This is an optimization exercise on Yosys and OpenROAD, whose aim is small area and a short achievable clock period, not a production implementation. Where RTL was checked, it was by simulation tests only, not by an equivalence proof against the original. No activity file was given, so power comes from the tool's default toggle rates.

## job 103
==> flow/design.v (excerpt) <==
module alu(
           clk,
           rst_n,
           src1,
           src2,
           ALU_control,
           result,
           zero,
           cout,
           overflow
           );
Settings: LEC_CHECK=0, CAP_MARGIN=20, CORE_MARGIN=2, CORE_UTILIZATION=60, SLEW_MARGIN=20; clock period 11.0 ns.
standard.sh (not shown) runs the stock make flow with config.mk's settings and CLKGATE_MAP_FILE= SYNTH_SCRIPT=/design/flow/synth_recipe.tcl, a recipe that flattens the netlist after the stock synthesis.
==> flow/flow/run.sh <==
#!/bin/bash
# Layout flow: the standard layout, with two changes.
# 1. Synthesis is the standard synthesis (synth_recipe.tcl, so -nofsm -noshare,
#    flatten and the same renames) except that Yosys does not extract full and
#    half adder cells, and ABC maps the logic with flow/abc.script instead of
#    the ORFS speed script. The registers are the standard synthesis's.
# 2. The port buffers are the small plain buffer instead of the default
#    delay-buffer cell, and the resizer's setup repair aims for a slack margin.
# Each tool's output goes to a log of its own in the work folder.
set -euo pipefail
here=$(pwd)
{ head -n 1 synth_recipe.tcl
  cat <<'EOT'
# ABC with this flow's own script
proc abc {args} {
  set i [lsearch -exact $args -script]
  if {$i >= 0} { lset args [expr {$i + 1}] $::env(OWN_ABC_SCRIPT) }
  yosys abc {*}$args
}
EOT
  tail -n +2 synth_recipe.tcl
} > own_synth.tcl
sed -e "s#SYNTH_SCRIPT=[^ ]*#SYNTH_SCRIPT=$here/own_synth.tcl ADDER_MAP_FILE=#" standard.sh > own_synth.sh
export OWN_ABC_SCRIPT=$here/flow/abc.script
bash own_synth.sh synth > synth.log 2>&1
export BUFFER_PORTS_ARGS="-buffer_cell sky130_fd_sc_hd__buf_1"
export SETUP_SLACK_MARGIN=6.25
bash standard.sh > layout.log 2>&1
==> flow/flow/abc.script <==
strash
&get -n
&st
&dch -f
&nf -R 1000
&dch -f
&nf -R 1000
&put
topo
buffer -c
upsize -c
dnsize -c
stime -c
No stage failed in job 103, and the final checks on the layout all came back clean.
Changes in job 101 relative to job 103:
--- a/flow/design.v
+++ b/flow/design.v
@@ -25,14 +25,13 @@
   wire is_sub = (ALU_control == 4'b0110);
   wire is_slt = (ALU_control == 4'b0111);
   wire is_nor = (ALU_control == 4'b1100);
   wire arith  = is_add | is_sub;
   wire        inv = ALU_control[2];
   wire [31:0] b   = src2 ^ {32{inv}};
-  wire [31:0] x   = src1 ^ src2;
-  wire [31:0] p   = x ^ {32{inv}};
+  wire [31:0] p   = src1 ^ b;
   wire [31:0] g   = src1 & b;
   wire [31:0] g0 = {g[31:1], g[0] | (p[0] & inv)};
   wire [31:0] p0 = p;
   wire G0_1 = g0[1] | (p0[1] & g0[0]);
   wire G0_3 = g0[3] | (p0[3] & g0[2]);
   wire P0_3 = p0[3] & p0[2];
@@ -196,16 +195,15 @@
   assign c[30] = G4_29;
   assign c[31] = G4_30;
   assign c[32] = G4_31;
   wire [31:0] sum = p ^ c[31:0];
   wire        ovf = c[31] ^ c[32];
   wire        lt  = sum[31] ^ ovf;
-  wire [31:0] orv = src1 | src2;
-  wire [31:0] res = ({32{is_and}} & (src1 & src2))
-                  | ({32{is_or}}  & orv)
-                  | ({32{is_nor}} & ~orv)
+  wire [31:0] res = ({32{is_and}} & g)
+                  | ({32{is_or}}  & (p | g))
+                  | ({32{is_nor}} & ~(src1 | src2))
                   | ({32{arith}}  & sum)
                   | {31'b0, is_slt & lt};
   reg  [31:0] r_result;
   reg         r_cout;
   reg         r_ovf;
   always @(posedge clk or negedge rst_n) begin
- In job 101, the transition time at the pin with the least slew margin came out 0.13 ns above the value in job 103.
- Job 101: met2 wire length is about 9% higher than what job 103 reported.
- Higher detailed-router iteration count before antenna repair goes to job 101 over job 103.
- Compare job 101 and job 103 | part of the power in combinational logic lower: job 103
- Via count (lower): job 103
- Worst setup path endpoint: r_result[26]$_DFF_PN0_ -> job 101, r_result[25]$_DFF_PN0_ -> job 103
- Of job 101 and job 103, job 101 shows the higher via count normalized by instance count, with job 103 below it.
- On worst voltage drop across the vdd grid, job 101 does worse than job 103.
- Wire length: job 101 vs job 103 up 11%
- Job 101: total power about 6% above job 103
- [diff] global-route wire length before repair, job 101 relative to job 103: regression
- Higher non-clock buffer count among job 101 and job 103: job 101
- Of job 101 and job 103, job 103 shows the lower clock power share, with job 101 above it.
- Compared job 101 vs job 103, and met1 track utilization from global routing is up in job 101.
- Job 103 has a lower effective utilization at floorplan than job 101.
For job 101, only the layout was checked, not whether the RTL still works.

==> static timing again, ports no longer ideal <==
Ports are ideal in the flow. The routed layouts listed here were re-timed in OpenROAD.
Step 1, drivers: a clkbuf_16 drives clk and a buf_2 each remaining input, both assumed.
Step 2 also shifts input and output timing later by t, the mid clock arrival at the registers, as if the neighbouring blocks saw the same clock.
a / b / c = ideal / step 1 / step 2; a / b = the first two.
| run | shift t [ns] | setup slack, ns | worst setup path after step 2 | latest minus earliest clock arrival (ns) | worst register clock-pin slew, ns |
|---|---|---|---|---|---|
| job 103 | 0.312 | 6.463 / 6.467 / 6.155 | input to register | 0.013 / 0.013 | 0.08 / 0.08 |
| job 101 | 0.322 | 6.233 / 6.222 / 5.901 | input to register | 0.009 / 0.009 | 0.08 / 0.08 |
After both steps every run listed still meets setup and hold. The setup slack of job 101, which loses most, moves by -0.011 ns with the drivers and by -0.332 ns with both steps.
